Source: an optimization exercise on an open RTL-to-GDS flow (aim: small area and a short achievable clock period). Production flows keep margins and buffers that such runs may drop.
RTL that was checked went through simulation tests only; none was proved equivalent to the original.
No activity file was given, so power comes from the tool's default toggle rates.

Setup of fjord:
==> module fadd_cal, before the edit <==
module fadd_cal (op_sub,temp_exp,large_frac23,small_win,
small_sticky,frac,grs,exp0);
	input op_sub;
	input [7:0] temp_exp;
	input [22:0] large_frac23;
	input [25:0] small_win;
	input small_sticky;
	output [23:0] frac;     
	output [1:0] grs;       
	output [7:0] exp0;      
	wire [26:0] small27 = {small_win, small_sticky};
	wire [27:0] large28 = {1'b0, |temp_exp, large_frac23, 3'b000};
	wire [28:0] sum29 = {large28, 1'b1} + {{1'b0, small27} ^ {28{op_sub}}, op_sub};
	wire [27:0] cal = sum29[28:1];
	wire [7:0] ee = {temp_exp[7:1], temp_exp[0] | ~|temp_exp};
	wire [27:0] marker = (ee <= 8'd27) ? (28'h8000000 >> ee) : 28'h0;
	wire [27:0] m = cal | marker;
	reg [4:0] sh;
	integer i;
	always @* begin
		sh = 5'd0;
		for (i = 0; i < 28; i = i + 1)
			if (m[i]) sh = 5'd27 - i;
	end
	wire [27:0] nrm = cal << sh;
	assign frac = nrm[27:4];
	assign grs = {nrm[3], |nrm[2:1]};
	wire [7:0] e1 = temp_exp + 8'd1;
	wire [5:0] lo = {1'b0, e1[4:0]} - {1'b0, sh};
	wire [2:0] hi_m1 = e1[7:5] - 3'd1;
	assign exp0 = {lo[5] ? hi_m1 : e1[7:5], lo[4:0]};
endmodule
export LEC_CHECK = 0
export ABC_AREA = 1
export CAP_MARGIN = 20
export CORE_MARGIN = 2
export CORE_UTILIZATION = 40
export SETUP_SLACK_MARGIN = 4.5
export SLEW_MARGIN = 20
export SYNTH_HIERARCHICAL = 1
create_clock -name core_clock -period 10.0 [get_ports {clk}]
run.sh (not shown) runs the stock make flow with config.mk's settings and CLKGATE_MAP_FILE= SYNTH_SCRIPT=/design/flow/synth_recipe.tcl, a recipe that flattens the netlist after the stock synthesis.
Changes in juniper relative to fjord:
--- a/flow/design.v
+++ b/flow/design.v
@@ -93,14 +93,13 @@
 	input small_sticky;
 	output [23:0] frac;     
 	output [1:0] grs;       
 	output [7:0] exp0;      
 	wire [26:0] small27 = {small_win, small_sticky};
 	wire [27:0] large28 = {1'b0, |temp_exp, large_frac23, 3'b000};
-	wire [28:0] sum29 = {large28, 1'b1} + {{1'b0, small27} ^ {28{op_sub}}, op_sub};
-	wire [27:0] cal = sum29[28:1];
+	wire [27:0] cal = op_sub ? large28 - {1'b0, small27} : large28 + {1'b0, small27};
 	wire [7:0] ee = {temp_exp[7:1], temp_exp[0] | ~|temp_exp};
 	wire [27:0] marker = (ee <= 8'd27) ? (28'h8000000 >> ee) : 28'h0;
 	wire [27:0] m = cal | marker;
 	reg [4:0] sh;
 	integer i;
 	always @* begin
Findings:
- Looking at sequential share of layout area, juniper sits 1.1 points lower than fjord does.
- Comparing fjord and juniper, share of total power in the clock network is higher on juniper.
- Synthesized area: juniper vs fjord up 7.5%
- As of juniper, critical path depth had fallen by a few percent compared to fjord.
- On average vias per placed instance, the lower figure sits with juniper, not fjord.
- Max average footprint of a synthesized cell across fjord and juniper: fjord
- Compared with fjord, in juniper final global-route overflow total ~0 delta, via count of the first global-routing pass +1520.
- Diff fjord..juniper | number of buffers on the longest clock path | unchanged
- The hold slack of juniper and that of fjord are within noise of each other.
- Going from fjord to juniper, post-route minimum period picked up an extra 13 ps; share of the cycle needed by the critical path after routing neither gained nor lost much.
The RTL of juniper was laid out without a check of its function.

========
run P:
The RTL this note starts from:
==> flow/design.v <==
`timescale 1ns / 1ps
module fadd_align #(parameter J = 3) (a,b,sub,s_is_nan,s_is_inf,sign,temp_exp,
op_sub,large_frac23,small_win,small_sticky,shift_lo);
	input [31:0] a,b;
	input sub;
	output s_is_nan, s_is_inf, sign, op_sub;
	output [7:0] temp_exp;
	output [22:0] large_frac23;
	output [25:0] small_win;      
	output small_sticky;          
	output [J-1:0] shift_lo;      
	wire [7:0] ea = a[30:23], eb = b[30:23];
	wire a_ff = &ea, b_ff = &eb;
	wire a_f0 = ~|a[22:0], b_f0 = ~|b[22:0];
	wire a_inf = a_ff & a_f0, b_inf = b_ff & b_f0;
	wire a_nan = a_ff & ~a_f0, b_nan = b_ff & ~b_f0;
	assign op_sub = sub ^ a[31] ^ b[31];
	assign s_is_inf = a_inf | b_inf;
	assign s_is_nan = a_nan | b_nan | (op_sub & a_inf & b_inf);
	wire pay_b = b[21:0] > a[21:0];
	wire exchange = (b[30:22] > a[30:22]) | (b[30:22] == a[30:22]) & pay_b;
	wire x = s_is_nan ? pay_b : exchange;
	wire [30:0] fp_large = x ? b[30:0] : a[30:0];
	wire [30:0] fp_small = x ? a[30:0] : b[30:0];
	assign sign = x ? sub ^ b[31] : a[31];
	assign temp_exp = s_is_nan ? 8'd1 : fp_large[30:23];
	assign large_frac23 = fp_large[22:0];
	wire [23:0] small24 = s_is_nan ? 24'h0 : {|fp_small[30:23], fp_small[22:0]};
	wire [7:0] fa = {ea[7:1], ea[0] | ~|ea};
	wire [7:0] fb = {eb[7:1], eb[0] | ~|eb};
	wire [8:0] d1 = {1'b0, fa} - {1'b0, fb};
	wire [7:0] d2 = fb - fa;
	wire [7:0] d = d1[8] ? d2 : d1[7:0];
	wire [4:0] k = (d >= 8'd26) ? 5'd26 : d[4:0];
	wire [4:0] k_hi = k & ~((5'd1 << J) - 5'd1);
	wire [49:0] y = {small24, 26'h0} >> k_hi;
	assign small_win = y[49:24];
	assign small_sticky = |y[23:0];
	assign shift_lo = k[J-1:0];
endmodule
`timescale 1ns / 1ps
module reg_align_cal #(parameter J = 3) (a_rm,a_is_nan,a_is_inf,a_sign,a_exp,
a_op_sub,a_large_frac,a_small_win,a_small_sticky,a_shift_lo,clk,clrn,e,
c_rm,c_is_nan,c_is_inf,c_sign,c_exp,c_op_sub,c_large_frac,c_small_win,
c_small_sticky,c_shift_lo);  
	input [25:0] a_small_win;
	input [22:0] a_large_frac;
	input [7:0] a_exp;
	input [1:0] a_rm;
	input [J-1:0] a_shift_lo;
	input a_is_nan, a_is_inf, a_sign, a_op_sub, a_small_sticky;
	input e;  
	input clk, clrn;  
	output reg [25:0] c_small_win;
	output reg [22:0] c_large_frac;
	output reg [7:0] c_exp;
	output reg [1:0] c_rm;
	output reg [J-1:0] c_shift_lo;
	output reg c_is_nan,c_is_inf,c_sign,c_op_sub,c_small_sticky;
	always @ (posedge clk or negedge clrn) begin
		if (!clrn) begin
			c_rm <= 0;
			c_is_nan <= 0;
			c_is_inf <= 0;
			c_sign <= 0;
			c_exp <= 0;
			c_op_sub <= 0;
			c_large_frac <= 0;
			c_small_win <= 0;
			c_small_sticky <= 0;
			c_shift_lo <= 0;
		end else if (e) begin
			c_rm <= a_rm;
			c_is_nan <= a_is_nan;
			c_is_inf <= a_is_inf;
			c_sign <= a_sign;
			c_exp <= a_exp;
			c_op_sub <= a_op_sub;
			c_large_frac <= a_large_frac;
			c_small_win <= a_small_win;
			c_small_sticky <= a_small_sticky;
			c_shift_lo <= a_shift_lo;
		end
	end
endmodule
`timescale 1ns / 1ps
module fadd_cal #(parameter J = 3) (op_sub,temp_exp,large_frac23,small_win,
small_sticky,shift_lo,frac,grs,exp0);
	input op_sub;
	input [7:0] temp_exp;
	input [22:0] large_frac23;
	input [25:0] small_win;
	input small_sticky;
	input [J-1:0] shift_lo;
	output [23:0] frac;     
	output [1:0] grs;       
	output [7:0] exp0;      
	wire [25:0] win = small_win >> shift_lo;
	wire [25:0] lost = small_win & ~({26{1'b1}} << shift_lo);
	wire [26:0] small27 = {win, small_sticky | (|lost)};
	wire [27:0] large28 = {1'b0, |temp_exp, large_frac23, 3'b000};
	wire [27:0] cal = op_sub ? large28 - {1'b0, small27} : large28 + {1'b0, small27};
	wire [7:0] ee = {temp_exp[7:1], temp_exp[0] | ~|temp_exp};
	wire [27:0] marker = (ee <= 8'd27) ? (28'h8000000 >> ee) : 28'h0;
	wire [27:0] m = cal | marker;
	reg [4:0] sh;
	integer i;
	always @* begin
		sh = 5'd0;
		for (i = 0; i < 28; i = i + 1)
			if (m[i]) sh = 5'd27 - i;
	end
	wire [27:0] nrm = cal << sh;
	assign frac = nrm[27:4];
	assign grs = {nrm[3], |nrm[2:1]};
	wire [7:0] e1 = temp_exp + 8'd1;
	wire [5:0] lo = {1'b0, e1[4:0]} - {1'b0, sh};
	wire [2:0] hi_m1 = e1[7:5] - 3'd1;
	assign exp0 = {lo[5] ? hi_m1 : e1[7:5], lo[4:0]};
endmodule
`timescale 1ns / 1ps
module reg_cal_norm (c_rm,c_is_nan,c_is_inf,c_sign,c_exp,c_frac,c_grs,
clk,clrn,e,n_rm,n_is_nan,n_is_inf,n_sign,n_exp,n_frac,n_grs);  
	input [23:0] c_frac;
	input [1:0] c_grs;
	input [7:0] c_exp;
	input [1:0] c_rm;
	input c_is_nan, c_is_inf, c_sign;
	input e;  
	input clk, clrn;  
	output reg [23:0] n_frac;
	output reg [1:0] n_grs;
	output reg [7:0] n_exp;
	output reg [1:0] n_rm;
	output reg n_is_nan,n_is_inf,n_sign;
	always @ (posedge clk or negedge clrn) begin
		if (!clrn) begin
			n_rm <= 0;
			n_is_nan <= 0;
			n_is_inf <= 0;
			n_sign <= 0;
			n_exp <= 0;
			n_frac <= 0;
			n_grs <= 0;
		end else if (e) begin
			n_rm <= c_rm;
			n_is_nan <= c_is_nan;
			n_is_inf <= c_is_inf;
			n_sign <= c_sign;
			n_exp <= c_exp;
			n_frac <= c_frac;
			n_grs <= c_grs;
		end
	end
endmodule
`timescale 1ns / 1ps
module fadd_norm (rm,is_nan,is_inf,sign,exp0,frac,grs,s);
	input [1:0] rm;
	input is_nan, is_inf, sign;
	input [7:0] exp0;
	input [23:0] frac;
	input [1:0] grs;
	output [31:0] s;
	wire g = grs[1], st = grs[0];
	wire frac_plus_1 =
		~rm[1] & ~rm[0] & g & (st | frac[0]) |
		~rm[1] &  rm[0] & (g | st) & sign |
		 rm[1] & ~rm[0] & (g | st) & ~sign;
	wire [31:0] pa [0:5];
	assign pa[0] = {9'h0, frac[22:0]};
	genvar l, i;
	generate
		for (l = 0; l < 5; l = l + 1) begin : lv
			for (i = 0; i < 32; i = i + 1) begin : nd
				if ((i >> l) & 1) begin : c
					assign pa[l+1][i] = pa[l][i] & pa[l][((i >> l) << l) - 1];
				end else begin : p
					assign pa[l+1][i] = pa[l][i];
				end
			end
		end
	endgenerate
	wire [22:0] ones = pa[5][22:0];
	wire [22:0] fr_inc = frac[22:0] ^ ({ones[21:0], 1'b1} & {23{frac_plus_1}});
	wire carry = frac_plus_1 & ones[22];
	wire e_ff = &exp0;
	wire e_fe = &exp0[7:1] & ~exp0[0];
	wire [7:0] eo;   
	assign eo[0] = 1'b1;
	generate
		for (i = 1; i < 8; i = i + 1) begin : eon
			assign eo[i] = &exp0[i-1:0];
		end
	endgenerate
	wire [7:0] exp_inc = exp0 ^ (eo & {8{carry}});
	wire [7:0] exponent = frac[23] ? exp_inc : 8'h00;
	wire overflow = frac[23] & (e_ff | e_fe & carry);
	wire to_max = rm[1] & rm[0] | ~rm[1] & rm[0] & ~sign | rm[1] & ~rm[0] & sign;
	assign s = is_nan   ? {1'b1, 8'hff, 1'b1, fr_inc[21:0]} :
	           overflow ? (to_max ? {sign, 8'hfe, 23'h7fffff} : {sign, 8'hff, 23'h0}) :
	           is_inf   ? {sign, 8'hff, 23'h0} :
	                      {sign, exponent, fr_inc};
endmodule
`timescale 1ns / 1ps
module pipelined_fpadder (a,b,sub,rm,s,clk,clrn,e);  
	input clk, clrn;  
	input [31:0] a, b;  
	input [1:0] rm;  
	input sub;  
	input e;  
	output [31:0] s;  
	localparam J = 3;  
	wire a_is_nan, a_is_inf, a_sign, a_op_sub, a_small_sticky;
	wire [7:0] a_exp;
	wire [22:0] a_large_frac;
	wire [25:0] a_small_win;
	wire [J-1:0] a_shift_lo;
	fadd_align #(J) alignment (a,b,sub,a_is_nan,a_is_inf,a_sign,a_exp,a_op_sub,
	a_large_frac,a_small_win,a_small_sticky,a_shift_lo);
	wire c_is_nan, c_is_inf, c_sign, c_op_sub, c_small_sticky;
	wire [7:0] c_exp;
	wire [1:0] c_rm;
	wire [22:0] c_large_frac;
	wire [25:0] c_small_win;
	wire [J-1:0] c_shift_lo;
	reg_align_cal #(J) reg_ac (rm,a_is_nan,a_is_inf,a_sign,a_exp,a_op_sub,
	a_large_frac,a_small_win,a_small_sticky,a_shift_lo,clk,clrn,e,
	c_rm,c_is_nan,c_is_inf,c_sign,c_exp,c_op_sub,c_large_frac,c_small_win,
	c_small_sticky,c_shift_lo);
	wire [23:0] c_frac;
	wire [1:0] c_grs;
	wire [7:0] c_exp0;
	fadd_cal #(J) calculation (c_op_sub,c_exp,c_large_frac,c_small_win,
	c_small_sticky,c_shift_lo,c_frac,c_grs,c_exp0);
	wire [23:0] n_frac;
	wire [1:0] n_grs;
	wire [7:0] n_exp;
	wire [1:0] n_rm;
	wire n_is_nan, n_is_inf, n_sign;
	reg_cal_norm reg_cn (c_rm,c_is_nan,c_is_inf,c_sign,c_exp0,c_frac,c_grs,
	clk,clrn,e,n_rm,n_is_nan,n_is_inf,n_sign,n_exp,n_frac,n_grs);
	fadd_norm normalization (n_rm,n_is_nan,n_is_inf,n_sign,n_exp,n_frac,n_grs,s);
endmodule
Settings: LEC_CHECK=0, ABC_AREA=1, CAP_MARGIN=20, CORE_MARGIN=2, CORE_UTILIZATION=40, SETUP_SLACK_MARGIN=4, SLEW_MARGIN=20; clock period 10.0 ns.
diff inputs: run P => run D
==> flow/design.v, changed modules only <==
module fadd_align #(parameter J = 3) (a,b,sub,s_is_nan,s_is_inf,sign,temp_exp,
op_sub,large_frac23,small_win,small_sticky,shift_lo);
	input [31:0] a,b;
	input sub;
	output s_is_nan, s_is_inf, sign, op_sub;
	output [7:0] temp_exp;
	output [22:0] large_frac23;
	output [25:0] small_win;      
	output small_sticky;          
	output [J-1:0] shift_lo;      
	wire [7:0] ea = a[30:23], eb = b[30:23];
	wire a_ff = &ea, b_ff = &eb;
	wire a_f0 = ~|a[22:0], b_f0 = ~|b[22:0];
	wire a_inf = a_ff & a_f0, b_inf = b_ff & b_f0;
	wire a_nan = a_ff & ~a_f0, b_nan = b_ff & ~b_f0;
	assign op_sub = sub ^ a[31] ^ b[31];
	assign s_is_inf = a_inf | b_inf;
	assign s_is_nan = a_nan | b_nan | (op_sub & a_inf & b_inf);
	wire exchange = b[30:0] > a[30:0];
	wire pay_b = b[21:0] > a[21:0];
	wire x = s_is_nan ? pay_b : exchange;
	wire [30:0] fp_large = x ? b[30:0] : a[30:0];
	wire [30:0] fp_small = x ? a[30:0] : b[30:0];
	assign sign = x ? sub ^ b[31] : a[31];
	assign temp_exp = s_is_nan ? 8'd1 : fp_large[30:23];
	assign large_frac23 = fp_large[22:0];
	wire [23:0] small24 = s_is_nan ? 24'h0 : {|fp_small[30:23], fp_small[22:0]};
	wire [7:0] fa = {ea[7:1], ea[0] | ~|ea};
	wire [7:0] fb = {eb[7:1], eb[0] | ~|eb};
	wire [7:0] d = (fa >= fb) ? fa - fb : fb - fa;
	wire [4:0] k = (d >= 8'd26) ? 5'd26 : d[4:0];
	wire [4:0] k_hi = k & ~((5'd1 << J) - 5'd1);
	wire [49:0] y = {small24, 26'h0} >> k_hi;
	assign small_win = y[49:24];
	assign small_sticky = |y[23:0];
	assign shift_lo = k[J-1:0];
endmodule
module fadd_cal #(parameter J = 3) (op_sub,temp_exp,large_frac23,small_win,
small_sticky,shift_lo,frac,grs,exp0);
	input op_sub;
	input [7:0] temp_exp;
	input [22:0] large_frac23;
	input [25:0] small_win;
	input small_sticky;
	input [J-1:0] shift_lo;
	output [23:0] frac;     
	output [1:0] grs;       
	output [7:0] exp0;      
	wire [25:0] win = small_win >> shift_lo;
	wire [25:0] lost = small_win & ~({26{1'b1}} << shift_lo);
	wire [26:0] small27 = {win, small_sticky | (|lost)};
	wire [27:0] large28 = {1'b0, |temp_exp, large_frac23, 3'b000};
	wire [27:0] cal = op_sub ? large28 - {1'b0, small27} : large28 + {1'b0, small27};
	wire [7:0] ee = {temp_exp[7:1], temp_exp[0] | ~|temp_exp};
	wire [27:0] marker = (ee <= 8'd27) ? (28'h8000000 >> ee) : 28'h0;
	wire [27:0] m = cal | marker;
	reg [4:0] sh;
	integer i;
	always @* begin
		sh = 5'd0;
		for (i = 0; i < 28; i = i + 1)
			if (m[i]) sh = 5'd27 - i;
	end
	wire [27:0] nrm = cal << sh;
	assign frac = nrm[27:4];
	assign grs = {nrm[3], |nrm[2:1]};
	assign exp0 = temp_exp + 8'd1 - {3'b0, sh};
endmodule
module fadd_norm (rm,is_nan,is_inf,sign,exp0,frac,grs,s);
	input [1:0] rm;
	input is_nan, is_inf, sign;
	input [7:0] exp0;
	input [23:0] frac;
	input [1:0] grs;
	output [31:0] s;
	wire g = grs[1], st = grs[0];
	wire frac_plus_1 =
		~rm[1] & ~rm[0] & g & (st | frac[0]) |
		~rm[1] &  rm[0] & (g | st) & sign |
		 rm[1] & ~rm[0] & (g | st) & ~sign;
	wire [30:0] inc = {exp0, frac[22:0]} + {30'h0, frac_plus_1};
	wire [7:0] exponent = frac[23] ? inc[30:23] : 8'h00;
	wire overflow = frac[23] & (&exp0 | &inc[30:23]);
	wire to_max = rm[1] & rm[0] | ~rm[1] & rm[0] & ~sign | rm[1] & ~rm[0] & sign;
	assign s = is_nan   ? {1'b1, 8'hff, 1'b1, inc[21:0]} :
	           overflow ? (to_max ? {sign, 8'hfe, 23'h7fffff} : {sign, 8'hff, 23'h0}) :
	           is_inf   ? {sign, 8'hff, 23'h0} :
	                      {sign, exponent, inc[22:0]};
endmodule
- When run D is measured against run P, its synthesis-to-layout area growth turns out 17 points higher.
- Run P -> run D: area after synthesis increased slightly
- Headroom to the max-slew limit: run D vs run P up 1.2 points
- Die: run D bigger than run P
- Via count (run D over run P): increase, about 10%
- Comparing run D and run P, the higher routed length per instance was measured on run D.
- The lower ratio of final minimum period to clock period of run D and run P is in run P.
- Final area: run D and run P compared, lower one is run P
- A critical path endpoint of s[14] is what run D shows, while s[19] belongs to run P.
- From run P to run D the numbers moved as follows: critical path depth went up by about 13%; clock-buffer cell count went down by 3; row count went up by about 1.5%; final setup slack of the worst path went down by 900 ps.
Only the layout flow was run in run D; the RTL was not checked for function there.

==> afterwards: timing with drivers on the ports <==
How much do the figures lean on ideal ports? The routed layouts below were timed once more, with nothing changed but the port constraints. Step 1: set_driving_cell puts a clkbuf_16 on clk and a buf_2 on each other input, an assumption about the parent block. Step 2 also shifts input and output timing later by t, the mid clock arrival at the registers, as if the neighbouring blocks saw the same clock. Slacks: ideal ports / drivers / drivers and shift; pairs: ideal ports / drivers.
run	t (ns)	slack for setup (ns)	hold WS [ns]	worst setup path at the end	latest minus earliest clock arrival (ns)
fjord	0.411	4.692 / 4.719 / 4.308	0.478 / 0.478 / 0.478	input to register	0.012 / 0.012
juniper	0.398	4.679 / 4.700 / 4.301	0.476 / 0.476 / 0.476	input to register	0.016 / 0.017
run P	0.424	3.936 / 3.883 / 3.860	0.484 / 0.484 / 0.484	input to register	0.016 / 0.016
run D	0.425	3.034 / 2.980 / 3.406	0.480 / 0.480 / 0.480	register to output	0.017 / 0.017
After both steps every run listed still meets setup and hold. The setup slack of fjord, which loses most, moves by +0.027 ns with the drivers and by -0.384 ns with both steps.
